Context: an optimization exercise on an open-source flow, tuned for small area. The choices shown serve that exercise and are no tape-out recipe. The RTL was checked by simulation tests, not by an equivalence proof against the original design. The clock port is modelled as an ideal driver; clocking choices that lean on that would not hold on a real chip. Power and IR drop assume default switching activity.

## flow/run.sh

```bash
#!/bin/bash
# Own layout flow: the standard flow, with three changes.
#  - Synthesis maps the logic with an area-only ABC script (flow/abc.script):
#    no gate up-sizing or buffering; the placer's repair adds what timing needs.
#  - Ports are buffered with buf_1 instead of a delay cell.
#  - CTS uses smaller clock buffers and no dummy loads.
# Every make step runs through the standard.sh; each step's log is in
# orfs/logs/, and each call's whole output in this folder's *.log files.
set -euo pipefail
W=$(pwd)
rm -rf "$W/own_scripts"
cp -r "$FLOW_HOME/scripts" "$W/own_scripts"
cp "$W/flow/abc.script" "$W/own_scripts/abc_area.script"
cp "$W/flow/abc.script" "$W/own_scripts/abc_speed.script"
bash standard.sh "SCRIPTS_DIR=$W/own_scripts" synth > "$W/synth.log" 2>&1
bash standard.sh "SCRIPTS_DIR=$W/own_scripts" \
    "BUFFER_PORTS_ARGS=-buffer_cell sky130_fd_sc_hd__buf_1" \
    "CTS_ARGS=-sink_clustering_enable -repair_clock_nets -dont_use_dummy_load -buf_list sky130_fd_sc_hd__clkbuf_4 -root_buf sky130_fd_sc_hd__clkbuf_8" \
    finish > "$W/layout.log" 2>&1
```

## flow/abc.script

```
strash
&get -n
&fraig -x
&put
scorr
dc2
dretime
strash
&get -n
&dch -f
&nf -a
&put
topo
```

## standard.sh

```bash
#!/bin/bash
# synth_recipe.tcl (not shown) runs the flow's synth.tcl, then flattens the netlist and writes it again
# the make line also repeats each setting of config.mk as NAME=value (left out here)
make -C /OpenROAD-flow-scripts/flow DESIGN_CONFIG=/design/flow/config.mk WORK_HOME=/design/flow/orfs CLKGATE_MAP_FILE= SYNTH_SCRIPT=/design/flow/synth_recipe.tcl "${@:-finish}"
```

## config.mk

```make
export PLATFORM = sky130hd
export DESIGN_NAME = top
export DESIGN_NICKNAME = top
export VERILOG_FILES = /design/flow/design.v
export SDC_FILE = /design/flow/constraint.sdc
export NUM_CORES = 4
export LEC_CHECK = 0
export ABC_AREA = 1
export CAP_MARGIN = 20
export CORE_MARGIN = 2
export CORE_UTILIZATION = 40
export SLEW_MARGIN = 20
```

## constraint.sdc

```tcl
create_clock -name core_clock -period 10.0 [get_ports {CLK100MHZ}]
set_input_delay 2.0000 -clock core_clock [delete_from_list [all_inputs] [get_ports {CLK100MHZ}]]
set_output_delay 2.0000 -clock core_clock [all_outputs]
set_load 0.01 [all_outputs]
```

## design.v

```verilog
`timescale 1ns / 1ps
`timescale 1ns / 1ps
`timescale 1ns / 1ps
`timescale 1ns / 1ps
module top (
    input  wire CLK100MHZ,
    input  wire CPU_RESETN,
    input  wire ACL_MISO,
    output wire ACL_MOSI,
    output wire ACL_SCLK,
    output wire ACL_CSN,
    output wire [14:0] LED,
    output wire [6:0] SEG,
    output wire DP,
    output wire [7:0] AN
);
    wire rst = ~CPU_RESETN;
    reg [4:0]  c;
    reg [1:0]  q;
    reg [2:0]  l;
    reg [7:0]  h;
    reg [2:0]  sel;
    reg [10:0] v;
    reg        rd;
    wire tick  = c[4] & c[3];                         
    wire fall  = c[3] & c[2] & ~c[1] & ~c[0];         
    wire q3    = tick & q[1] & q[0];
    wire l4    = q3 & l[2];                           
    wire hwrap = h[7] & h[6] & h[2] & h[1] & h[0];    
    wire vwrap = v[10] & v[9] & v[8] & v[7] & v[6] & v[4] & v[3] & v[2];  
    wire vlow  = (v[10:4] == 7'd0);
    wire rdset = l4 & vlow & (v[3:0] == 4'd0) & sel[2] & sel[1] & ~sel[0];
    wire wr    = ~rd & sel[2] & sel[1];
    wire en_q   = tick;
    wire en_l   = q3;
    wire en_hv  = l4;
    wire en_sel = l4 & hwrap;
    wire clr_c  = tick;
    wire clr_l  = q3 & l[2];
    wire clr_h  = l4 & hwrap;
    wire clr_v  = l4 & vwrap;
    wire [5:0]  cy_c   = {cy_c[4:0] & c, 1'b1};
    wire [2:0]  cy_q   = {cy_q[1:0] & q, en_q};
    wire [3:0]  cy_l   = {cy_l[2:0] & l, en_l};
    wire [8:0]  cy_h   = {cy_h[7:0] & h, en_hv};
    wire [3:0]  cy_sel = {cy_sel[2:0] & sel, en_sel};
    wire [11:0] cy_v   = {cy_v[10:0] & v, en_hv};
    localparam [10:0] V0 = 11'd861;
    always @(posedge CLK100MHZ) begin
        c   <= {5{~(rst | clr_c)}} & (c ^ cy_c[4:0]);
        q   <= {2{~rst}} & (q ^ cy_q[1:0]);
        l   <= {3{~(rst | clr_l)}} & (l ^ cy_l[2:0]);
        h   <= {8{~(rst | clr_h)}} & (h ^ cy_h[7:0]);
        sel <= {3{~rst}} & (sel ^ cy_sel[2:0]);
        v   <= ({11{rst}} & V0) | ({11{~(rst | clr_v)}} & (v ^ cy_v[10:0]));
        rd  <= ~rst & (rd | rdset);
    end
    wire rwin = rd & vlow;
    wire wwin = wr & (v[10:3] == 8'd6);
    wire r_cs    = (v[1] & ~v[2]) | (v[2] & ~v[3]) | (~l[2] & ~v[1] & v[3]) | (~v[2] & v[3]) | (l[0] & v[0] & ~v[1]) | (~v[0] & ~v[1] & v[2]) | (l[2] & v[0] & ~v[2]) | (l[1] & v[0] & ~v[3]) | (~q[1] & ~v[1] & v[2]) | (q[0] & q[1] & v[0] & ~v[3]);
    wire r_mosi  = (~q[1] & ~l[0] & ~l[1] & ~l[2] & ~v[0] & ~v[1] & v[2] & ~v[3]) | (~q[0] & ~l[0] & ~l[1] & ~l[2] & ~v[0] & ~v[1] & v[2] & ~v[3]) | (q[0] & q[1] & l[2] & v[0] & ~v[2] & ~v[3]) | (~q[1] & ~l[0] & ~l[2] & ~v[0] & v[1] & ~v[2] & ~v[3]) | (~q[0] & ~l[0] & ~l[2] & ~v[0] & v[1] & ~v[2] & ~v[3]) | (q[0] & q[1] & l[0] & ~l[1] & ~v[0] & v[1] & ~v[2] & ~v[3]) | (l[2] & v[0] & v[1] & ~v[2] & ~v[3]) | (~q[0] & l[0] & l[1] & v[1] & ~v[2] & ~v[3]) | (l[0] & l[1] & v[0] & v[1] & ~v[2] & ~v[3]) | (q[0] & q[1] & ~l[0] & l[1] & v[1] & ~v[2] & ~v[3]) | (~q[1] & l[1] & ~v[0] & v[1] & ~v[2] & ~v[3]);
    wire r_samp  = (q[0] & ~q[1] & ~l[2] & v[0] & v[1] & v[2] & ~v[3]) | (q[0] & ~q[1] & ~v[0] & v[1] & ~v[2] & v[3]) | (q[0] & ~q[1] & l[0] & v[0] & ~v[1] & v[2] & v[3]) | (q[0] & ~q[1] & l[2] & v[0] & ~v[1] & v[2] & v[3]) | (q[0] & ~q[1] & ~l[0] & l[1] & ~v[0] & ~v[1] & v[2] & ~v[3]) | (q[0] & ~q[1] & l[1] & v[0] & ~v[1] & v[2] & v[3]) | (q[0] & ~q[1] & l[2] & ~v[0] & v[1] & v[2] & ~v[3]);
    wire r_latch = (q[0] & q[1] & l[2] & v[0] & ~v[1] & v[2] & v[3]);
    wire w_cs    = (v[0] & ~v[2]) | (v[1] & ~v[2]) | (l[0] & ~v[0] & ~v[1]) | (l[1] & ~v[0] & ~v[1]) | (l[2] & ~v[2]) | (q[1] & ~l[2] & ~v[0] & ~v[1]) | (~q[1] & ~v[0] & ~v[1] & v[2]);
    wire w_mosi  = (q[0] & q[1] & ~l[0] & l[1] & ~v[0] & ~v[1] & v[2]) | (~q[1] & l[0] & l[1] & ~v[0] & ~v[1] & v[2]) | (~q[0] & l[0] & l[1] & ~v[0] & ~v[1] & v[2]) | (q[0] & q[1] & l[2] & ~v[0] & ~v[1] & ~v[2]) | (~q[1] & ~l[0] & ~l[2] & v[0] & ~v[1] & ~v[2]) | (~q[0] & ~l[0] & ~l[2] & v[0] & ~v[1] & ~v[2]) | (~q[0] & l[0] & ~l[1] & v[1] & ~v[2]) | (q[0] & q[1] & ~l[0] & ~l[1] & ~l[2] & v[1] & ~v[2]) | (~q[1] & l[0] & ~l[1] & v[1] & ~v[2]) | (q[0] & q[1] & l[0] & ~l[1] & v[0] & ~v[1] & ~v[2]) | (~q[1] & l[2] & ~v[0] & v[1] & ~v[2]) | (~q[0] & l[2] & ~v[0] & v[1] & ~v[2]) | (l[0] & l[1] & ~v[0] & v[1] & ~v[2]) | (q[0] & q[1] & l[1] & ~v[0] & v[1] & ~v[2]);
    wire csl = (rwin & r_cs) | (wwin & w_cs);
    assign ACL_CSN  = ~csl;
    assign ACL_SCLK = csl & ~q[1];
    assign ACL_MOSI = (rwin & r_mosi) | (wwin & w_mosi);
    reg [14:0] sr;
    always @(posedge CLK100MHZ)
        if (tick & rwin & r_samp) sr <= {sr[13:0], ACL_MISO};
    wire ld   = ~rst & fall & rwin & r_latch;
    wire hold = ~rst & ~(fall & rwin & r_latch);
    reg [14:0] led;
    always @(posedge CLK100MHZ)
        led <= ({15{ld}} & {sr[13:10], sr[14], sr[8:5], sr[9], sr[3:0], sr[4]}) |
               ({15{hold}} & led);
    assign LED = led;
    wire [3:0] nib = (sel[2:1] == 2'b00) ? led[3:0] :
                     (sel[2:1] == 2'b11) ? led[13:10] : led[8:5];
    wire sgn = (sel[2:1] == 2'b00) ? led[4] :
               (sel[2:1] == 2'b11) ? led[14] : led[9];
    wire tens  = (sel == 3'd1) | (sel == 3'd4) | (sel == 3'd7);
    wire blank = (sel == 3'd2) | (sel == 3'd5);
    wire ones  = (sel == 3'd0) | (sel == 3'd3) | (sel == 3'd6);
    wire ge10 = nib[3] & (nib[2] | nib[1]);
    wire [3:0] d = tens ? {3'b000, ge10} :
                   ge10 ? {1'b0, nib[2] & nib[1], ~nib[1], nib[0]} : nib;
    wire [6:0] seg;
    assign seg[0] = (~d[1] & ~d[2] & ~d[3]) | (d[0] & d[1] & d[2]);
    assign seg[1] = (d[0] & ~d[2] & ~d[3]) | (d[1] & ~d[2]) | (d[0] & d[1]);
    assign seg[2] = (d[0]) | (~d[1] & d[2]);
    assign seg[3] = (d[0] & ~d[1] & ~d[2] & ~d[3]) | (~d[0] & ~d[1] & d[2]) | (d[0] & d[1] & d[2]);
    assign seg[4] = (~d[0] & d[1] & ~d[2]);
    assign seg[5] = (d[0] & ~d[1] & d[2]) | (~d[0] & d[1] & d[2]);
    assign seg[6] = (d[0] & ~d[1] & ~d[2] & ~d[3]) | (~d[0] & ~d[1] & d[2]);
    assign SEG = blank ? 7'b111_1111 : seg;
    assign DP  = ~(ones & sgn);
    assign AN  = ~(8'd1 << sel);
endmodule
```

==> key figures, run 1 <==
Status
  • Status: complete, no violations

STA
  • Fmax: 208 MHz
  • Worst-Margin Slew: 0.825 ns
  • Final setup vio count: 0
  • Fin Clk Skew: 0.0362 ns
  • Final Max Slew Viols: 0
  • Sum Neg Setup Slack: 0 ns
  • Worst slew margin: 45.0%
  • Unrepaired setup endpoints after global routing: false
  • Final critical-path share of the clock period: 48.0%
  • Fin. Hold Viols: 0
  • Period minus WS final: 4.80 ns

Floorplanning
  • Row Count: 31
  • CORE AREA: 0.00714 sq mm
  • Die X: 89.2 um
  • Initial core utilization: 40.7%
  • Die Span Y: 89.2 um
  • Io pins: 37
  • Die Area: 0.00795 sq mm

Synthesis
  • Most frequent cell after synthesis: dfxtp_1
  • Synth Flop Type: dfxtp_1
  • Synth cell types: 42
  • Sequential fraction of the synthesis area: 48.6%
  • Synth warn: 1
  • XOR/XNOR Fraction of Synth Area: 1.81%
  • Synth Net Count: 314
  • #FFs+latches synth: 63
  • Complex-gate fraction of the synthesized area: 15.1%
  • Mux cell area share after synthesis: 0.388%
  • Synth top area cells: dfxtp_1 (33%), edfxtp_1 (16%), ha_1 (11%), a22o_1 (4.5%), and3_1 (4.5%)
  • Post-synthesis adder-cell area fraction: 10.8%
  • Main combinational cell family by area after synthesis: simple AND/OR/NAND/NOR gates
  • Largest area contributor in the netlist: dfxtp_1
  • Share of the synthesized area in the top cell type: 33.1%
  • Leading cell types by count after synthesis: dfxtp_1 (48), nand2_1 (33), ha_1 (25)
  • EDFF count, synth: 15
  • Asr flop ratio synth: 0%
  • Post-synthesis cell area: 0.00290 sq mm
  • Post-synthesis area per instance: 10.1 sq um
  • Post-Synth Simple-Gate Area: 22.2%
  • Mapped Cells: 286

Critical path
  • Worst EP required: 8.00 ns
  • Crit path DAT: 2.80 ns
  • Peak fanout along the critical path: 17
  • Worst Setup End Kind: output pin
  • CP Class: reg2out
  • CP Launch Type: flop

Route
  • DR WL/cell: 13.8 um
  • Router iterations before antenna repair: 4
  • Starting DRT DRC Count: 105
  • Routed WL: 5940 um
  • Vias per Instance: 5.29
  • DR vias: 2,287
  • Routed Antenna Nets: 0
  • Residual DRC count: 0

Clock network
  • CTS Buf Count: 9
  • CTS resizes: 0
  • Clk buf depth: 2
  • H-Tree Level Count: 3
  • CTS sink count: 63
  • Root Driver: clkbuf_8
  • Clock Pin Slew Worst Setup and Hold Paths: 0.08 ns
  • Postcts setup bufs: 0
  • Worst-Skew Late Latency: 0.34 ns
  • CTS tree: built
  • CTS Hold Bufs: 0

Power
  • Comb pwr share: 1.2%
  • Switching Power: 0.0000835 W
  • Leakage Power: 1.42 nW
  • Sequential Power Share: 61.4%
  • Sw Ratio: 19.6%
  • Pwr dens: 129 mW/mm^2
  • Peak VDD IR: 62.2 uV
  • Internal power: 0.000342 W
  • Total power: 0.000425 W
  • Clock Power Share: 37.4%

Run
  • MaxCap Viol Count: 0

Final layout
  • Multi-input combinational cell area: 0.00147 sq mm
  • Share of cells above drive strength 1: 3.90%
  • Final std cells w/o fill: 432
  • ANT cells: 0
  • Filler instances: 710
  • Register Area: 0.00141 sq mm
  • Synthesis-to-finish area growth: 14.0%
  • Fin nets: 363

Global route
  • Overall routing resource usage: 16.1%
  • Vias in the first global route: 1,975
  • Largest net degree at the start of global routing: 35
  • GRT overflow: 0
  • Initial antenna violation count: 0
  • First-pass GRT wire length: 9650 um

Place
  • Routability Congestion: 0.800
  • DP Cell Count: 423
  • Post-DP HPWL: 4220 um
  • # port buffers: 36

Worst hold path
  • HP Class: reg2reg
[power by group through the flow]
stage,Clock [W],Combinational [W],Sequential [W]
CTS,0.000168,0.00000511,0.000261
detailed placement,0,0.00000509,0.000267
global placement,0,0.00000512,0.000267
finish,0.000159,0.00000497,0.000261
floorplan,0,0.00000220,0.000266
global route,0.000178,0.00000608,0.000261
[worst max-delay path: stages, from the launching register on]
cell and delay [ns]:
dfxtp_1 0.46, xnor2_1 0.48, o221ai_1 0.30, o21ai_0 0.41, a211oi_1 0.12, a211oi_1 0.41
o21ai_0 0.15, buf_1 0.14
[area by class of cell]
| cell class | count | area share [%] |
|---|---|---|
| Clock buffer | 9 | 3.74 |
| Timing Repair Buffer | 38 | 4.54 |
| Inverter | 8 | 0.907 |
| Sequential cell | 63 | 42.6 |
| Tap cell | 99 | 3.74 |
| Multi-Input combinational cell | 215 | 44.4 |
[per-layer routing]
metal / track usage [%] / vias up / part of all wire (%)
li1: - / 1182 / -
met1: 21.5 / 1059 / 49
met2: 24.5 / 44 / 46
met3: 5.26 / 2 / 3.9
met4: 5.29 / 0 / 0.59
met5: 0 / - / 0
[path summary, 6_finish.rpt]
kind | startpoint | endpoint | slack (ns) | depth (start not counted)
worst max-delay path | sel[2]$_DFF_P_ | SEG[3] | 5.20 | 7
worst min-delay path | sr[12]$_DFFE_PP_ | sr[13]$_DFFE_PP_ | 0.43 | 0
worst max register to register | q[1]$_DFF_P_ | v[10]$_DFF_P_ | 6.70 | 16
worst min register to register | sr[12]$_DFFE_PP_ | sr[13]$_DFFE_PP_ | 0.43 | 0
[registers in the layout, summed over array words and instances, names as in the netlist]
name	count
led	15
v	11
l	3
c	5
q	2
sr	15
rd	1
h	8
sel	3
[cells in the final DEF, fill, tap and decap left out, types with 5 or more instances in the layout]
| master | synthesis | routed |
|---|---|---|
| dfxtp_1 | 48 | 48 |
| buf_1 | 0 | 36 |
| nand2_1 | 33 | 33 |
| ha_1 | 25 | 25 |
| and3_1 | 21 | 21 |
| nor2_1 | 16 | 16 |
| a22o_1 | 15 | 15 |
| edfxtp_1 | 15 | 15 |
| o21ai_0 | 12 | 12 |
| nand3_1 | 12 | 12 |
| clkbuf_8 | 0 | 9 |
| clkinv_1 | 8 | 8 |
| and2_0 | 7 | 7 |
| or3_1 | 6 | 6 |
| a21oi_1 | 5 | 5 |
| a31oi_1 | 5 | 5 |
[cells by family after synthesis]
group	Yosys count
AND/OR/NAND/NOR	123
buffers and inverters	8
multiplexers	1
flip-flops	63
adder cells (fa/ha/maj)	25
XOR/XNOR	6
AO/OA/AOI/OAI	60
[stage by stage]
step	hold slack, ns	util (%)	setup slack (ns)	area (sq um)
CTS	0.425	46.3	5.21	3310
global placement	0.431	44.6	5.76	3180
floorplan	0.417	-	6.00	2900
global route	0.430	46.4	4.94	3310
detailed placement	0.433	44.6	5.59	3180
finish	0.427	46.4	5.20	3310
==> inputs of run 2 (changes only) <==
--- a/flow/run.sh
+++ b/flow/run.sh
@@ -16,4 +16,4 @@
 bash standard.sh "SCRIPTS_DIR=$W/own_scripts" \
     "BUFFER_PORTS_ARGS=-buffer_cell sky130_fd_sc_hd__buf_1" \
-    "CTS_ARGS=-sink_clustering_enable -repair_clock_nets -dont_use_dummy_load -buf_list sky130_fd_sc_hd__clkbuf_4 -root_buf sky130_fd_sc_hd__clkbuf_8" \
+    "CTS_ARGS=-sink_clustering_enable -repair_clock_nets -dont_use_dummy_load -buf_list sky130_fd_sc_hd__clkbuf_8 -root_buf sky130_fd_sc_hd__clkbuf_8" \
     finish > "$W/layout.log" 2>&1
==> run 2 against run 1 <==
Critical endpoint unchanged. Wire length is the same. Maximum frequency stayed put. Still clean. Register-to-register slack about the same. Via count unchanged. Setup slack did not move.
==> key figures, run 2 <==
Floorplanning
  • Io pins: 37
  • Initial core utilization: 40.7%
  • Die X: 89.2 um
  • Row Count: 31
  • CORE AREA: 0.00714 sq mm
  • Die Area: 0.00795 sq mm
  • Die Span Y: 89.2 um

Final layout
  • Share of cells above drive strength 1: 3.90%
  • Top flop regs: led x15, sr x15, v x11
  • ANT cells: 0
  • Fin nets: 363
  • Multi-input combinational cell area: 0.00147 sq mm
  • Synthesis-to-finish area growth: 14.0%
  • Most common cell after layout, fill and taps aside: dfxtp_1
  • Register Area: 0.00141 sq mm
  • Most frequent cells in the layout: dfxtp_1 (48), buf_1 (36), nand2_1 (33), ha_1 (25), and3_1 (21)
  • Filler instances: 710

Critical path
  • Worst Setup End Kind: output pin
  • Peak fanout along the critical path: 17
  • Critical Path Start: sel[2]$_DFF_P_
  • CP Class: reg2out
  • Reg2reg setup slack: 6.70 ns
  • Crit-path cells: xnor2_1, o221ai_1, o21ai_0, a211oi_1, a211oi_1, o21ai_0, buf_1
  • Crit path DAT: 2.80 ns
  • Worst EP required: 8.00 ns
  • Buf/Inv on CP: 1
  • Highest cell delay on the worst timing path: 0.48 ns
  • Worst R2R Start: q[1]$_DFF_P_
  • R2R cell count: 16
  • Delay-heaviest family, CP: compound AO/OA/AOI/OAI gates
  • Slowest stage cell, crit path: xnor2_1
  • CP Launch Type: flop
  • Reg-to-Reg End: v[10]$_DFF_P_

Route
  • Routed Antenna Nets: 0
  • DR vias: 2,287
  • DR WL/cell: 13.8 um
  • Vias per Instance: 5.29
  • Residual DRC count: 0
  • Routed WL: 5940 um
  • Starting DRT DRC Count: 105
  • Router iterations before antenna repair: 4

Clock network
  • Clk buf depth: 2
  • CTS sink count: 63
  • Root Driver: clkbuf_8
  • Clock Pin Slew Worst Setup and Hold Paths: 0.08 ns
  • H-Tree Level Count: 3
  • CTS tree: built
  • CTS resizes: 0
  • CTS Hold Bufs: 0
  • CTS Buf Count: 9
  • Postcts setup bufs: 0
  • Worst-Skew Late Latency: 0.34 ns

STA
  • Worst slew margin: 45.0%
  • Final setup vio count: 0
  • Fin. Hold Viols: 0
  • Unrepaired setup endpoints after global routing: false
  • Fin Clk Skew: 0.0362 ns
  • Worst-Margin Slew: 0.825 ns
  • Fmax: 208 MHz
  • Sum Neg Setup Slack: 0 ns
  • Final critical-path share of the clock period: 48.0%
  • Period minus WS final: 4.80 ns
  • Hold WS: 0.427 ns
  • Final Max Slew Viols: 0

Power
  • Leakage Power: 1.42 nW
  • Peak VDD IR: 62.2 uV
  • Pwr dens: 129 mW/mm^2

Worst hold path
  • HP Start: sr[12]$_DFFE_PP_
  • WHS Endpoint: sr[13]$_DFFE_PP_
  • HP Class: reg2reg
  • Hold depth: 0

Global route
  • Vias in the first global route: 1,975
  • Initial antenna violation count: 0
  • First-pass GRT wire length: 9650 um
  • GRT overflow: 0
  • Overall routing resource usage: 16.1%
  • Met2 usage: 24.5%
  • Met1 GRT Util: 21.5%
  • Gr busiest metal: met2
  • Largest net degree at the start of global routing: 35
  • Met3 usage in global routing: 5.26%

Synthesis
  • Sequential fraction of the synthesis area: 48.6%
  • Synth Net Count: 314
  • Post-synthesis cell area: 0.00290 sq mm
  • Share of the synthesized area in the top cell type: 33.1%
  • Synth top area cells: dfxtp_1 (33%), edfxtp_1 (16%), ha_1 (11%), a22o_1 (4.5%), and3_1 (4.5%)
  • Mapped Cells: 286
  • Synth Flop Type: dfxtp_1
  • Post-synthesis area per instance: 10.1 sq um
  • Synth cell types: 42
  • #FFs+latches synth: 63
  • Most frequent cell after synthesis: dfxtp_1
  • Synth warn: 1
  • Largest area contributor in the netlist: dfxtp_1
  • Asr flop ratio synth: 0%
  • Leading cell types by count after synthesis: dfxtp_1 (48), nand2_1 (33), ha_1 (25)
  • EDFF count, synth: 15

Place
  • Routability Congestion: 0.800
  • Post-DP HPWL: 4220 um
  • # port buffers: 36

Status
  • Status: complete, no violations

Run
  • MaxCap Viol Count: 0
run 2: worst max-delay path by stage:
| stage | endpoint | depth (start not counted) |
|---|---|---|
| final | SEG[3] | 7 |
| after global routing | SEG[3] | 7 |
| after CTS | SEG[3] | 7 |
| after detailed placement | SEG[3] | 7 |
| after global placement | SEG[3] | 7 |
| after floorplan | SEG[3] | 6 |
run 2: power breakdown:
part           switching, W  internal [W]
clock             0.0000795     0.0000798
combinational    0.00000337    0.00000159
sequential      0.000000635      0.000261
run 2: kinds of logic (layout without fill, tap and decap cells):
| kind of cell | count (synthesis) | count (layout) | synth area share (%) |
|---|---|---|---|
| and+or+nand+nor | 123 | 123 | 22.2 |
| DFF | 63 | 63 | 48.6 |
| AOI/OAI and AO/OA | 60 | 60 | 15.1 |
| adders and majority gates | 25 | 25 | 10.8 |
| buffers and inverters | 8 | 55 | 1.03 |
| xor gates and xnor gates | 6 | 6 | 1.81 |
| muxes | 1 | 1 | 0.388 |
run 2: stage by stage:
step	area (sq um)	instances	utilization, %	total power (W)	worst slack, ns
final	3310	432	46.4	0.000425	5.20
after global routing	3310	432	46.4	0.000445	4.94
after CTS	3310	432	46.3	0.000434	5.21
after detailed placement	3180	423	44.6	0.000272	5.59
after global placement	3180	423	44.6	0.000272	5.76
after floorplan	2900	286	-	0.000269	6.00
run 2: area by class of cell:
class | count | area share, %
flip-flops and latches | 63 | 42.6
clock buffers | 9 | 3.74
well taps | 99 | 3.74
inverters | 8 | 0.907
repair buffers | 38 | 4.54
multi-input cells | 215 | 44.4
run 2: layer usage:
| metal | wire [um] | share of wire [%] |
|---|---|---|
| met1 | 2940 | 49 |
| met2 | 2730 | 46 |
| met3 | 233 | 3.9 |
| met4 | 35 | 0.59 |
| met5 | 0 | 0 |
run 2: worst reg2reg max path, cell delays in order, from the launching register on:
cell and delay [ns]:
dfxtp_1 0.40, nand2_1 0.23, nor2_1 0.10, nand2_1 0.19, clkinv_1 0.16, ha_1 0.21, ha_1 0.19, ha_1 0.18
ha_1 0.18, ha_1 0.18, ha_1 0.18, ha_1 0.18, ha_1 0.17, ha_1 0.18, ha_1 0.19, xor2_1 0.14
and3_1 0.17
==> inputs of run 3 (changes only) <==
==> flow/run.sh (replaced) <==
#!/bin/bash
# Own layout flow: the standard flow (standard.sh, every ORFS step), with
# these changes:
#  - Synthesis maps the logic with an area-only ABC script (flow/abc.script),
#    without gate up-sizing or buffering (the placer's repair adds what timing
#    needs), and leaves adders to ABC instead of half/full-adder cells.
#  - Ports are buffered with buf_1 instead of a delay cell.
#  - CTS uses smaller clock buffers and no dummy loads.
# Each call's whole output goes to this folder's *.log files; each ORFS step
# also keeps its own log in orfs/logs/.
set -euo pipefail
W=$(pwd)
rm -rf "$W/own_scripts"
cp -r "$FLOW_HOME/scripts" "$W/own_scripts"
cp "$W/flow/abc.script" "$W/own_scripts/abc_area.script"
cp "$W/flow/abc.script" "$W/own_scripts/abc_speed.script"
bash standard.sh "SCRIPTS_DIR=$W/own_scripts" "ADDER_MAP_FILE=" synth > "$W/synth.log" 2>&1
bash standard.sh "SCRIPTS_DIR=$W/own_scripts" \
    "BUFFER_PORTS_ARGS=-buffer_cell sky130_fd_sc_hd__buf_1" \
    "CTS_ARGS=-sink_clustering_enable -repair_clock_nets -dont_use_dummy_load -buf_list sky130_fd_sc_hd__clkbuf_4 -root_buf sky130_fd_sc_hd__clkbuf_8" \
    finish > "$W/layout.log" 2>&1
==> flow/abc.script (replaced) <==
strash
dc2
dc2
dc2
strash
&get -n
&dch -f
&nf -R 1000 -p
&put
topo
==> run 3 against run 2 <==
Sequential share of layout area up 2.9 points. Sequential cell count unchanged. Clock power about the same. Area after synthesis down 6.2%. Clock skew down 0.0065 ns. Global-route usage up 0.46 points. Final cell count down 0.23%. Hold slack better by 0.013 ns. Highest routed layer unchanged.
==> key figures, run 3 <==
Final layout
  • Synthesis-to-finish area growth: 13.8%
  • Multi-input combinational cell area: 0.00130 sq mm
  • Top flop regs: led x15, sr x15, v x11
  • Most common cell after layout, fill and taps aside: dfxtp_1
  • Design area: 0.00310 sq mm
  • Share of cells above drive strength 1: 3.42%
  • Most frequent cells in the layout: dfxtp_1 (48), nor2_1 (46), buf_1 (36), nand2_1 (34), o21ai_0 (21)
  • Register Area: 0.00141 sq mm
  • Filler instances: 671
  • ANT cells: 0
  • Fin nets: 356

Clock network
  • Clk buf depth: 2
  • Worst-Skew Late Latency: 0.34 ns
  • CTS sink count: 63
  • CTS Hold Bufs: 0
  • Postcts setup bufs: 0
  • CTS resizes: 0
  • Clock Pin Slew Worst Setup and Hold Paths: 0.08 ns
  • CTS tree: built
  • H-Tree Level Count: 3
  • Root Driver: clkbuf_8
  • CTS Buf Count: 9

Worst hold path
  • Hold depth: 0
  • WHS Endpoint: sr[3]$_DFFE_PP_
  • HP Start: sr[2]$_DFFE_PP_
  • HP Class: reg2reg

Synthesis
  • Synth warn: 1
  • #FFs+latches synth: 63
  • Largest area contributor in the netlist: dfxtp_1
  • Post-synthesis area per instance: 8.95 sq um
  • Synth Net Count: 307
  • Leading cell types by count after synthesis: dfxtp_1 (48), nor2_1 (46), nand2_1 (34)
  • Post-synthesis cell area: 0.00272 sq mm
  • Synth top area cells: dfxtp_1 (35%), edfxtp_1 (17%), nor2_1 (6.3%), a22o_1 (4.8%), nand2_1 (4.7%)
  • EDFF count, synth: 15
  • Share of the synthesized area in the top cell type: 35.3%
  • Sequential fraction of the synthesis area: 51.9%
  • Mapped Cells: 304
  • Synth cell types: 39
  • Asr flop ratio synth: 0%
  • Synth Flop Type: dfxtp_1
  • Most frequent cell after synthesis: dfxtp_1

Global route
  • First-pass GRT wire length: 9760 um
  • Initial antenna violation count: 0
  • Vias in the first global route: 1,994
  • Largest net degree at the start of global routing: 22
  • Overall routing resource usage: 16.5%
  • GRT overflow: 0

Run
  • MaxCap Viol Count: 0

Power
  • Internal power: 0.000342 W
  • Peak VDD IR: 91.9 uV
  • Leakage Power: 1.15 nW
  • Sequential Power Share: 61.1%
  • Switching Power: 0.0000850 W
  • Sw Ratio: 19.9%
  • Clock Power Share: 37.6%
  • Comb pwr share: 1.3%
  • Pwr dens: 138 mW/mm^2
  • Total power: 0.000427 W

Route
  • M1 wire length: 3150 um
  • Vias per Instance: 5.39
  • Met2 WL: 2480 um
  • Router iterations before antenna repair: 4
  • Routed Antenna Nets: 0
  • DR vias: 2,323
  • Routed WL: 5930 um
  • DR WL/cell: 13.8 um
  • Starting DRT DRC Count: 149
  • Residual DRC count: 0
  • Met3 WL: 246 um
  • DR top layer: met4

Critical path
  • Reg-to-Reg End: v[9]$_DFF_P_
  • Peak fanout along the critical path: 11
  • Worst EP required: 8.00 ns
  • Reg2reg setup slack: 7.57 ns
  • Delay-heaviest family, CP: simple AND/OR/NAND/NOR gates
  • Most used cell, CP: nor2_1
  • Buf/Inv on CP: 2
  • CP Class: reg2out
  • Worst R2R Start: v[0]$_DFF_P_
  • Crit-path cells: or2_0, nand2_1, o21ai_0, nand2_1, nor2_1, nor2_1, nor2_1, clkinv_1, a21oi_1, a21boi_0, o21bai_1, buf_1
  • R2R cell count: 8
  • CP Launch Type: flop
  • Worst Setup End Kind: output pin
  • Crit path DAT: 2.86 ns
  • Highest cell delay on the worst timing path: 0.50 ns
  • Slowest stage cell, crit path: dfxtp_1

STA
  • Fin. Hold Viols: 0
  • Fmax: 206 MHz
  • Fin Clk Skew: 0.0297 ns
  • Worst slew margin: 44.5%
  • Period minus WS final: 4.86 ns
  • Final setup vio count: 0
  • Sum Neg Setup Slack: 0 ns
  • Final Max Slew Viols: 0
  • Unrepaired setup endpoints after global routing: false
  • Final setup margin: 5.14 ns
  • Final critical-path share of the clock period: 48.6%
  • Worst-Margin Slew: 0.831 ns

Floorplanning
  • Die X: 86.5 um
  • Row Count: 30
  • Die Span Y: 86.5 um
  • Io pins: 37
  • Initial core utilization: 40.7%
  • Die Area: 0.00748 sq mm
  • CORE AREA: 0.00668 sq mm

Place
  • Routability Congestion: 0.824
  • Place WS: 5.49 ns
  • # port buffers: 36
  • Post-DP HPWL: 4120 um
  • Placed cell area: 0.00297 sq mm

Status
  • Status: complete, no violations
## run 3: cell types whose count changed in the layout (fill, tap and decap cells not counted), sizes merged, moves of 4 or more
cell	before	now
ha	25	0
or3	6	1
nor3	4	20
a31oi	5	1
nor2	16	46
o21ai	12	21
clkinv	8	4
and3	21	9
a21oi	5	20
## run 3: cell type report
class | count | area share [%]
Sequential cell | 63 | 45.6
Timing Repair Buffer | 38 | 4.85
Multi-Input combinational cell | 237 | 41.9
Tap cell | 80 | 3.23
Inverter | 4 | 0.485
Clock buffer | 9 | 4.00
## run 3: worst register-to-register path: cells and delay by family, from the launching register on
family           cells  cell delay, ns
AND/OR/NAND/NOR      6            1.54
flip-flops           1            0.57
AO/OA/AOI/OAI        2            0.26
## run 3: kinds of logic after synthesis
logic type	synth area share, %
compound gates	19.1
xor+xnor	1.29
buf+inv	0.552
flops	51.9
simple gates	27.2
## run 3: worst max path at each step
stage	startpoint	endpoint	slack, ns	depth (start not counted)
after CTS	sel[1]$_DFF_P_	SEG[3]	5.14	12
after global placement	sel[1]$_DFF_P_	SEG[3]	5.61	12
after global routing	sel[1]$_DFF_P_	SEG[3]	4.79	12
after floorplan	sel[2]$_DFF_P_	SEG[3]	5.66	8
after detailed placement	sel[1]$_DFF_P_	SEG[3]	5.49	12
final	sel[2]$_DFF_P_	SEG[3]	5.14	12
## run 3: power groups by stage
stage	clock [W]	combinational (W)	sequential, W
after global placement	0	0.00000568	0.000266
after CTS	0.000168	0.00000557	0.000261
after global routing	0.000177	0.00000638	0.000261
after floorplan	0	0.00000297	0.000266
after detailed placement	0	0.00000556	0.000266
final	0.000160	0.00000552	0.000261
## run 3: metrics by stage
step | util, % | hold WS, ns | instances
detailed placement | 44.5 | 0.438 | 422
CTS | 46.3 | 0.434 | 431
global placement | 44.5 | 0.430 | 422
floorplan | - | 0.418 | 304
finish | 46.4 | 0.440 | 431
global route | 46.4 | 0.446 | 431
## run 3: metal layers
| metal | GRT usage [%] | vias to the layer above |
|---|---|---|
| met3 | 3.81 | 4 |
| met1 | 24.9 | 1050 |
| met2 | 22.1 | 53 |
| met4 | 7.67 | 0 |
| met5 | 0 | - |
| li1 | - | 1216 |
==> inputs of run 4 (changes only) <==
--- a/flow/run.sh
+++ b/flow/run.sh
@@ -18,4 +18,4 @@
 bash standard.sh "SCRIPTS_DIR=$W/own_scripts" \
     "BUFFER_PORTS_ARGS=-buffer_cell sky130_fd_sc_hd__buf_1" \
-    "CTS_ARGS=-sink_clustering_enable -repair_clock_nets -dont_use_dummy_load -buf_list sky130_fd_sc_hd__clkbuf_4 -root_buf sky130_fd_sc_hd__clkbuf_8" \
+    "CTS_ARGS=-sink_clustering_enable -repair_clock_nets -dont_use_dummy_load -buf_list sky130_fd_sc_hd__clkbuf_4 -root_buf sky130_fd_sc_hd__clkbuf_8 -tree_buf sky130_fd_sc_hd__clkbuf_4" \
     finish > "$W/layout.log" 2>&1
==> run 4 against run 3 <==
Area after synthesis unchanged. Sequential cell count unchanged. Wire length unchanged. Critical endpoint unchanged. Maximum frequency unchanged. Clock-buffer cell count unchanged. Highest routed layer unchanged. Combinational power about the same. Largest cell class unchanged. Die area unchanged. First-iteration DRC count unchanged. Sequential share of layout area unchanged. Non-clock buffer count unchanged.
==> key figures, run 4 <==
Status
  • Status: complete, no violations

Synthesis
  • Mapped Cells: 304
  • Sequential fraction of the synthesis area: 51.9%
  • Post-synthesis cell area: 0.00272 sq mm
  • Post-synthesis area per instance: 8.95 sq um
  • Most frequent cell after synthesis: dfxtp_1
  • #FFs+latches synth: 63
  • Synth warn: 1
  • Synth Flop Type: dfxtp_1
  • Share of the synthesized area in the top cell type: 35.3%
  • Synth cell types: 39
  • EDFF count, synth: 15
  • Synth top area cells: dfxtp_1 (35%), edfxtp_1 (17%), nor2_1 (6.3%), a22o_1 (4.8%), nand2_1 (4.7%)
  • Largest area contributor in the netlist: dfxtp_1
  • Synth Net Count: 307
  • Asr flop ratio synth: 0%
  • Leading cell types by count after synthesis: dfxtp_1 (48), nor2_1 (46), nand2_1 (34)

Place
  • DP Cell Count: 422
  • Post-DP HPWL: 4120 um
  • Place WS: 5.49 ns
  • # port buffers: 36
  • Routability Congestion: 0.824

Clock network
  • CTS tree: built
  • CTS resizes: 0
  • CTS sink count: 63
  • Root Driver: clkbuf_8
  • Clock Pin Slew Worst Setup and Hold Paths: 0.08 ns
  • Clk buf depth: 2
  • Worst-Skew Late Latency: 0.34 ns
  • H-Tree Level Count: 3
  • Postcts setup bufs: 0
  • CTS Buf Count: 9
  • CTS Hold Bufs: 0

Critical path
  • Peak fanout along the critical path: 11
  • Worst R2R Start: v[0]$_DFF_P_
  • Worst EP required: 8.00 ns
  • CP Class: reg2out
  • Reg-to-Reg End: v[9]$_DFF_P_
  • Reg2reg setup slack: 7.57 ns
  • Worst Setup End Kind: output pin
  • R2R cell count: 8
  • Crit path DAT: 2.86 ns
  • CP Launch Type: flop

Global route
  • Overall routing resource usage: 16.5%
  • Vias in the first global route: 1,994
  • GRT overflow: 0
  • First-pass GRT wire length: 9760 um
  • Initial antenna violation count: 0
  • Largest net degree at the start of global routing: 22

Route
  • Met3 WL: 246 um
  • DR WL/cell: 13.8 um
  • Met2 WL: 2480 um
  • Routed Antenna Nets: 0
  • M1 wire length: 3150 um
  • Router iterations before antenna repair: 4
  • DR top layer: met4
  • Routed WL: 5930 um
  • Starting DRT DRC Count: 149
  • DR vias: 2,323
  • Vias per Instance: 5.39
  • Residual DRC count: 0

STA
  • Final Max Slew Viols: 0
  • Final critical-path share of the clock period: 48.6%
  • Sum Neg Setup Slack: 0 ns
  • Worst slew margin: 44.5%
  • Worst-Margin Slew: 0.831 ns
  • Final setup margin: 5.14 ns
  • Final setup vio count: 0
  • Unrepaired setup endpoints after global routing: false
  • Fmax: 206 MHz
  • Period minus WS final: 4.86 ns
  • Fin Clk Skew: 0.0297 ns
  • Fin. Hold Viols: 0

Floorplanning
  • Die Span Y: 86.5 um
  • Io pins: 37
  • Row Count: 30
  • Initial core utilization: 40.7%
  • Die X: 86.5 um
  • CORE AREA: 0.00668 sq mm
  • Die Area: 0.00748 sq mm

Worst hold path
  • Hold depth: 0
  • HP Start: sr[2]$_DFFE_PP_
  • HP Class: reg2reg
  • WHS Endpoint: sr[3]$_DFFE_PP_

Power
  • Peak VDD IR: 91.9 uV
  • Pwr dens: 138 mW/mm^2
  • Leakage Power: 1.15 nW

Final layout
  • Synthesis-to-finish area growth: 13.8%
  • Top flop regs: led x15, sr x15, v x11
  • Share of cells above drive strength 1: 3.42%
  • Fin nets: 356
  • Most frequent cells in the layout: dfxtp_1 (48), nor2_1 (46), buf_1 (36), nand2_1 (34), o21ai_0 (21)
  • ANT cells: 0
  • Final std cells w/o fill: 431
  • Post-route core utilization: 46.4%
  • Most common cell after layout, fill and taps aside: dfxtp_1

Run
  • MaxCap Viol Count: 0
-- run 4: cell counts after synthesis --
No cell type changed its count.
-- run 4: worst max path at each step --
| stage | start | end | slack [ns] | depth (start not counted) |
|---|---|---|---|---|
| after floorplan | sel[2]$_DFF_P_ | SEG[3] | 5.66 | 8 |
| final | sel[2]$_DFF_P_ | SEG[3] | 5.14 | 12 |
| after global placement | sel[1]$_DFF_P_ | SEG[3] | 5.61 | 12 |
| after CTS | sel[1]$_DFF_P_ | SEG[3] | 5.14 | 12 |
| after detailed placement | sel[1]$_DFF_P_ | SEG[3] | 5.49 | 12 |
| after global routing | sel[1]$_DFF_P_ | SEG[3] | 4.79 | 12 |
-- run 4: cell families after synthesis --
kind of cell / synth area share [%]
compound gates: 19.1
buf+inv: 0.552
simple gates: 27.2
xor+xnor: 1.29
flops: 51.9
-- run 4: metal layers --
| metal | global-route usage [%] | up-vias |
|---|---|---|
| li1 | - | 1216 |
| met1 | 24.9 | 1050 |
| met2 | 22.1 | 53 |
| met3 | 3.81 | 4 |
| met4 | 7.67 | 0 |
| met5 | 0 | - |
-- run 4: layout make-up --
class	instances	area (sq um)
clock buffers	9	124
inverters	4	15.0
flip-flops and latches	63	1410
repair buffers	38	150
multi-input cells	237	1300
fillers	671	3580
well taps	80	100
-- run 4: metrics by stage --
stage	total power, W	hold slack [ns]	instance area (sq um)
detailed placement	0.000272	0.438	2970
global route	0.000444	0.446	3100
global placement	0.000272	0.430	2970
CTS	0.000434	0.434	3100
floorplan	0.000269	0.418	2720
finish	0.000427	0.440	3100
-- run 4: power breakdown --
group / leakage [nW] / switching (W) / internal [W] / total, W
Sequential: 0.522 / 0.000000622 / 0.000260 / 0.000261
Combinational: 0.558 / 0.00000387 / 0.00000165 / 0.00000552
Clock: 0.0647 / 0.0000805 / 0.0000799 / 0.000160
Total: 1.15 / 0.0000850 / 0.000342 / 0.000427
-- run 4: worst max-delay path, cell delays in order, from the launching register on --
cell,delay (ns)
dfxtp_1,0.50
or2_0,0.34
nand2_1,0.16
o21ai_0,0.35
nand2_1,0.12
nor2_1,0.13
nor2_1,0.05
nor2_1,0.20
clkinv_1,0.10
a21oi_1,0.16
a21boi_0,0.13
o21bai_1,0.18
buf_1,0.12
==> inputs of run 5 (changes only) <==
--- a/flow/run.sh
+++ b/flow/run.sh
@@ -18,4 +18,4 @@
 bash standard.sh "SCRIPTS_DIR=$W/own_scripts" \
     "BUFFER_PORTS_ARGS=-buffer_cell sky130_fd_sc_hd__buf_1" \
-    "CTS_ARGS=-sink_clustering_enable -repair_clock_nets -dont_use_dummy_load -buf_list sky130_fd_sc_hd__clkbuf_4 -root_buf sky130_fd_sc_hd__clkbuf_8 -tree_buf sky130_fd_sc_hd__clkbuf_4" \
+    "CTS_ARGS=-sink_clustering_enable -repair_clock_nets -dont_use_dummy_load -buf_list sky130_fd_sc_hd__clkbuf_8 -root_buf sky130_fd_sc_hd__clkbuf_8 -sink_clustering_size 30 -sink_clustering_max_diameter 100" \
     finish > "$W/layout.log" 2>&1
==> run 5 against run 4 <==
Highest routed layer unchanged. Largest cell class unchanged. Area after synthesis unchanged. Still clean on timing, DRC and antenna. Critical path depth unchanged. Via count unchanged. Critical path type unchanged. Utilization stayed put.
==> key figures, run 5 <==
Status
  • Status: complete, no violations

Power
  • Pwr dens: 138 mW/mm^2
  • Peak VDD IR: 91.9 uV
  • Leakage Power: 1.15 nW

Final layout
  • Synthesis-to-finish area growth: 13.8%
  • Most common cell after layout, fill and taps aside: dfxtp_1
  • Share of cells above drive strength 1: 3.42%
  • Top flop regs: led x15, sr x15, v x11
  • Fin nets: 356
  • ANT cells: 0
  • Multi-input combinational cell area: 0.00130 sq mm
  • Most frequent cells in the layout: dfxtp_1 (48), nor2_1 (46), buf_1 (36), nand2_1 (34), o21ai_0 (21)
  • Filler instances: 671
  • Register Area: 0.00141 sq mm

Clock network
  • Worst-Skew Late Latency: 0.34 ns
  • Clk buf depth: 2
  • CTS sink count: 63
  • CTS Hold Bufs: 0
  • H-Tree Level Count: 3
  • CTS resizes: 0
  • Postcts setup bufs: 0
  • CTS tree: built
  • Root Driver: clkbuf_8
  • Clock Pin Slew Worst Setup and Hold Paths: 0.08 ns
  • CTS Buf Count: 9

Global route
  • Largest net degree at the start of global routing: 22
  • Initial antenna violation count: 0
  • First-pass GRT wire length: 9760 um
  • Vias in the first global route: 1,994
  • GRT overflow: 0
  • Overall routing resource usage: 16.5%

STA
  • Fin. Hold Viols: 0
  • Period minus WS final: 4.86 ns
  • Worst-Margin Slew: 0.831 ns
  • Fmax: 206 MHz
  • Worst slew margin: 44.5%
  • Sum Neg Setup Slack: 0 ns
  • Fin Clk Skew: 0.0297 ns
  • Hold WS: 0.440 ns
  • Unrepaired setup endpoints after global routing: false
  • Final Max Slew Viols: 0
  • Final setup vio count: 0
  • Final critical-path share of the clock period: 48.6%

Critical path
  • R2R cell count: 8
  • Reg-to-Reg End: v[9]$_DFF_P_
  • Worst Setup End Kind: output pin
  • Peak fanout along the critical path: 11
  • Reg2reg setup slack: 7.57 ns
  • Crit path DAT: 2.86 ns
  • Worst EP required: 8.00 ns
  • CP Class: reg2out
  • CP Launch Type: flop
  • Worst R2R Start: v[0]$_DFF_P_

Route
  • Router iterations before antenna repair: 4
  • Starting DRT DRC Count: 149
  • Routed Antenna Nets: 0
  • DR WL/cell: 13.8 um
  • Routed WL: 5930 um
  • Vias per Instance: 5.39
  • Residual DRC count: 0
  • DR vias: 2,323

Floorplanning
  • Io pins: 37
  • Die X: 86.5 um
  • Initial core utilization: 40.7%
  • CORE AREA: 0.00668 sq mm
  • Row Count: 30
  • Die Span Y: 86.5 um
  • Die Area: 0.00748 sq mm

Synthesis
  • Synth Flop Type: dfxtp_1
  • Mapped Cells: 304
  • Post-synthesis cell area: 0.00272 sq mm
  • Synth warn: 1
  • Synth cell types: 39
  • Sequential fraction of the synthesis area: 51.9%
  • Post-synthesis area per instance: 8.95 sq um
  • Largest area contributor in the netlist: dfxtp_1
  • Asr flop ratio synth: 0%
  • EDFF count, synth: 15
  • Synth Net Count: 307
  • #FFs+latches synth: 63
  • Most frequent cell after synthesis: dfxtp_1
  • Synth top area cells: dfxtp_1 (35%), edfxtp_1 (17%), nor2_1 (6.3%), a22o_1 (4.8%), nand2_1 (4.7%)
  • Share of the synthesized area in the top cell type: 35.3%
  • Leading cell types by count after synthesis: dfxtp_1 (48), nor2_1 (46), nand2_1 (34)

Run
  • MaxCap Viol Count: 0

Worst hold path
  • HP Class: reg2reg
  • WHS Endpoint: sr[3]$_DFFE_PP_
  • HP Start: sr[2]$_DFFE_PP_
  • Hold depth: 0

Place
  • Routability Congestion: 0.824
  • Post-DP HPWL: 4120 um
  • # port buffers: 36
==> run 5: cell counts after synthesis <==
Identical to the previous run, type by type.
==> run 5: how the worst max path moves through the flow <==
| stage | from | to |
|---|---|---|
| 6_report | sel[2]$_DFF_P_ | SEG[3] |
| 5_1_grt | sel[1]$_DFF_P_ | SEG[3] |
| 4_1_cts | sel[1]$_DFF_P_ | SEG[3] |
| 3_5_place_dp | sel[1]$_DFF_P_ | SEG[3] |
| 3_3_place_gp | sel[1]$_DFF_P_ | SEG[3] |
| 2_1_floorplan | sel[2]$_DFF_P_ | SEG[3] |
==> run 5: per-stage QoR <==
step	instance area [sq um]	power (W)	setup slack, ns	utilization (%)	std cells
6_report	3100	0.000427	5.14	46.4	431
5_1_grt	3100	0.000444	4.79	46.4	431
4_1_cts	3100	0.000434	5.14	46.3	431
3_5_place_dp	2970	0.000272	5.49	44.5	422
3_3_place_gp	2970	0.000272	5.61	44.5	422
2_1_floorplan	2720	0.000269	5.66	-	304
==> run 5: layout make-up <==
class,count,area share [%]
Inverter,4,0.485
Clock buffer,9,4.00
Sequential cell,63,45.6
Multi-Input combinational cell,237,41.9
Tap cell,80,3.23
Timing Repair Buffer,38,4.85
==> run 5: layer usage <==
metal  GRT usage (%)  part of all wire, %  up-vias  routed length [um]
li1                -                    -     1216                   -
met3            3.81                  4.1        4                 246
met2            22.1                   42       53                2480
met4            7.67                 0.89        0                  53
met1            24.9                   53     1050                3150
met5               0                    0        -                   0
==> run 5: cell families after synthesis <==
| family | synth area share [%] |
|---|---|
| AOI/OAI and AO/OA | 19.1 |
| xor gates and xnor gates | 1.29 |
| buffers and inverters | 0.552 |
| DFF | 51.9 |
| and+or+nand+nor | 27.2 |
==> run 5: power by group <==
part           internal, W  leakage (nW)  switching, W
Combinational   0.00000165         0.558    0.00000387
Sequential        0.000260         0.522   0.000000622
Clock            0.0000799        0.0647     0.0000805
Total             0.000342          1.15     0.0000850
==> run 5: worst max-delay path, stage by stage, from the launching register on <==
cell	delay (ns)
dfxtp_1	0.50
or2_0	0.34
nand2_1	0.16
o21ai_0	0.35
nand2_1	0.12
nor2_1	0.13
nor2_1	0.05
nor2_1	0.20
clkinv_1	0.10
a21oi_1	0.16
a21boi_0	0.13
o21bai_1	0.18
buf_1	0.12
==> inputs of run 6 (changes only) <==
--- a/flow/run.sh
+++ b/flow/run.sh
@@ -18,4 +18,5 @@
 bash standard.sh "SCRIPTS_DIR=$W/own_scripts" \
     "BUFFER_PORTS_ARGS=-buffer_cell sky130_fd_sc_hd__buf_1" \
-    "CTS_ARGS=-sink_clustering_enable -repair_clock_nets -dont_use_dummy_load -buf_list sky130_fd_sc_hd__clkbuf_8 -root_buf sky130_fd_sc_hd__clkbuf_8 -sink_clustering_size 30 -sink_clustering_max_diameter 100" \
+    "CTS_ARGS=-sink_clustering_enable -repair_clock_nets -dont_use_dummy_load -buf_list sky130_fd_sc_hd__clkbuf_4 -root_buf sky130_fd_sc_hd__clkbuf_4" \
+    "POST_CTS_TCL=$W/flow/post_cts.tcl" \
     finish > "$W/layout.log" 2>&1
==> flow/post_cts.tcl (new file) <==
# After CTS: give the clock root (the buffer the clock port drives) a
# stronger cell, so the small leaf buffers see a sharp input edge.
foreach it [[[[ord::get_db_block] findBTerm CLK100MHZ] getNet] getITerms] {
  set inst [$it getInst]
  if {[string match *clkbuf* [[$inst getMaster] getName]]} {
    replace_cell [get_cells [$inst getName]] sky130_fd_sc_hd__clkbuf_16
  }
}
detailed_placement
check_placement -verbose
estimate_parasitics -placement
==> run 6 against run 5 <==
Largest power group unchanged. Still clean on timing, DRC and antenna. Utilization down 0.58 points. Largest cell class unchanged. Wire length down 0.34%. Design area down 1.3%. Die area unchanged.
==> key figures, run 6 <==
Route
  • Router iterations before antenna repair: 5
  • DR WL/cell: 13.7 um
  • Starting DRT DRC Count: 145
  • Vias per Instance: 5.41
  • Routed Antenna Nets: 0
  • Residual DRC count: 0
  • Routed WL: 5910 um
  • DR vias: 2,330

Power
  • Sequential Power Share: 65.7%
  • Internal power: 0.000317 W
  • Clock Power Share: 32.9%
  • Sw Ratio: 20.0%
  • Pwr dens: 130 mW/mm^2
  • Peak VDD IR: 80.8 uV
  • Leakage Power: 1.13 nW
  • Switching Power: 0.0000794 W
  • Comb pwr share: 1.4%

Place
  • DP Cell Count: 422
  • # port buffers: 36
  • Post-DP HPWL: 4120 um
  • Routability Congestion: 0.824
  • Placed cell area: 0.00297 sq mm

STA
  • Fin. Hold Viols: 0
  • Final critical-path share of the clock period: 48.4%
  • Fin Clk Skew: 0.0447 ns
  • Unrepaired setup endpoints after global routing: false
  • Worst slew margin: 46.2%
  • Worst-Margin Slew: 0.807 ns
  • Sum Neg Setup Slack: 0 ns
  • Fmax: 207 MHz
  • Final setup vio count: 0
  • Period minus WS final: 4.84 ns
  • Final Max Slew Viols: 0

Synthesis
  • Mapped Cells: 304
  • EDFF count, synth: 15
  • Sequential fraction of the synthesis area: 51.9%
  • Synth Net Count: 307
  • Synth Flop Type: dfxtp_1
  • #FFs+latches synth: 63
  • Synth warn: 1
  • Largest area contributor in the netlist: dfxtp_1
  • Synth cell types: 39
  • Post-synthesis cell area: 0.00272 sq mm
  • Post-synthesis area per instance: 8.95 sq um
  • Synth top area cells: dfxtp_1 (35%), edfxtp_1 (17%), nor2_1 (6.3%), a22o_1 (4.8%), nand2_1 (4.7%)
  • Asr flop ratio synth: 0%
  • Leading cell types by count after synthesis: dfxtp_1 (48), nor2_1 (46), nand2_1 (34)
  • Most frequent cell after synthesis: dfxtp_1
  • Share of the synthesized area in the top cell type: 35.3%

Floorplanning
  • Io pins: 37
  • CORE AREA: 0.00668 sq mm
  • Die X: 86.5 um
  • Die Span Y: 86.5 um
  • Die Area: 0.00748 sq mm
  • Initial core utilization: 40.7%
  • Row Count: 30

Clock network
  • CTS tree: built
  • CTS sink count: 63
  • Worst-Skew Late Latency: 0.32 ns
  • Clock Pin Slew Worst Setup and Hold Paths: 0.12 ns

Global route
  • GRT overflow: 0
  • Vias in the first global route: 1,990
  • First-pass GRT wire length: 9640 um
  • Largest net degree at the start of global routing: 22
  • Overall routing resource usage: 16.4%
  • Initial antenna violation count: 0

Final layout
  • Most common cell after layout, fill and taps aside: dfxtp_1
  • Final std cells w/o fill: 431
  • Design area: 0.00306 sq mm
  • Synthesis-to-finish area growth: 12.4%
  • Most frequent cells in the layout: dfxtp_1 (48), nor2_1 (46), buf_1 (36), nand2_1 (34), o21ai_0 (21)
  • Filler instances: 676
  • ANT cells: 0
  • Top flop regs: led x15, sr x15, v x11
  • Fin nets: 356
  • Share of cells above drive strength 1: 3.42%

Status
  • Status: complete, no violations

Critical path
  • CP Launch Type: flop
  • Crit path DAT: 2.84 ns
  • Worst EP required: 8.00 ns
  • Peak fanout along the critical path: 11
  • Crit-path cells: or2_0, nand2_1, o21ai_0, nand2_1, nor2_1, nor2_1, nor2_1, clkinv_1, a21oi_1, a21boi_0, o21bai_1, buf_1
  • Highest cell delay on the worst timing path: 0.51 ns
  • Slowest stage cell, crit path: dfxtp_1
  • CP Class: reg2out
  • Worst Setup End Kind: output pin
  • Most used cell, CP: nor2_1
  • Delay-heaviest family, CP: simple AND/OR/NAND/NOR gates
  • Buf/Inv on CP: 2
  • Reg2reg setup slack: 7.56 ns

Run
  • MaxCap Viol Count: 0

Worst hold path
  • HP Class: reg2reg
[run 6: cell counts after synthesis]
No cell type changed its count.
[run 6: final cells by class]
class | instances | area [sq um] | share of cell area (%)
clock buffers | 9 | 85.1 | 2.78
inverters | 4 | 15.0 | 0.491
multi-input cells | 237 | 1300 | 42.4
flip-flops and latches | 63 | 1410 | 46.1
well taps | 80 | 100 | 3.27
repair buffers | 38 | 150 | 4.91
[run 6: cell families (layout without fill, tap and decap cells)]
group                  count (synthesis)  in the layout  share of synthesized area [%]
AND/OR/NAND/NOR                      154            154                           27.2
AO/OA/AOI/OAI                         79             79                           19.1
flip-flops                            63             63                           51.9
XOR/XNOR                               4              4                           1.29
buffers and inverters                  4             51                          0.552
[run 6: worst paths after layout]
path / from / end / cells past startpoint
setup reg to reg: v[8]$_DFF_P_ / sr[14]$_DFFE_PP_ / 6
setup / recovery: sel[2]$_DFF_P_ / SEG[3] / 12
hold reg to reg: sr[7]$_DFFE_PP_ / sr[8]$_DFFE_PP_ / 0
hold / removal: sr[7]$_DFFE_PP_ / sr[8]$_DFFE_PP_ / 0
[run 6: metal layers]
metal / part of all wire, % / vias to the layer above / GRT usage, %
li1: - / 1221 / -
met1: 52 / 1039 / 24.4
met2: 42 / 64 / 22.1
met3: 5.2 / 6 / 5.24
met4: 1.1 / 0 / 5.97
met5: 0 / - / 0
[run 6: power by group through the flow]
stage | logic [W] | registers (W) | clock network (W)
2_1_floorplan | 0.00000297 | 0.000266 | 0
6_report | 0.00000552 | 0.000261 | 0.000130
3_3_place_gp | 0.00000568 | 0.000266 | 0
3_5_place_dp | 0.00000556 | 0.000266 | 0
5_1_grt | 0.00000635 | 0.000261 | 0.000146
[run 6: metrics by stage]
step	util, %	setup slack [ns]	total power, W	hold slack (ns)
finish	45.8	5.16	0.000396	0.434
global route	45.8	4.81	0.000413	0.441
detailed placement	44.5	5.49	0.000272	0.438
global placement	44.5	5.61	0.000272	0.430
floorplan	-	5.66	0.000269	0.418

## what the ideal ports hide
The results above use ideal ports. As a check the final layouts listed here were re-extracted and re-timed, cells and wires unchanged. Step 1 sets driving cells, clkbuf_16 on the clock port and buf_2 on the other inputs (assumed; they add their load-dependent delay and slew). Step 2 adds t to the input delays and takes it off the output delays; t is the mean of the earliest and latest rising clock arrival at the registers after step 1. Input paths then give back, and output paths get back, about the clock's delay inside the block. a / b / c = no drivers / after step 1 / after step 2; a / b = the first two.
run	t, ns	slack for setup (ns)	hold WS [ns]	latest minus earliest clock arrival (ns)	worst data-port slew with drivers (ns)
run 1	0.354	5.204 / 5.173 / 5.527	0.427 / 0.427 / 0.427	0.036 / 0.036	0.03
run 2	0.354	5.204 / 5.173 / 5.527	0.427 / 0.427 / 0.427	0.036 / 0.036	0.03
run 3	0.351	5.135 / 5.106 / 5.457	0.440 / 0.440 / 0.440	0.030 / 0.030	0.03
run 4	0.351	5.135 / 5.106 / 5.457	0.440 / 0.440 / 0.440	0.030 / 0.030	0.03
run 5	0.351	5.135 / 5.106 / 5.457	0.440 / 0.440 / 0.440	0.030 / 0.030	0.03
run 6	0.337	5.158 / 5.123 / 5.459	0.434 / 0.434 / 0.434	0.045 / 0.045	0.03
After both steps setup and hold are still met in every run listed.
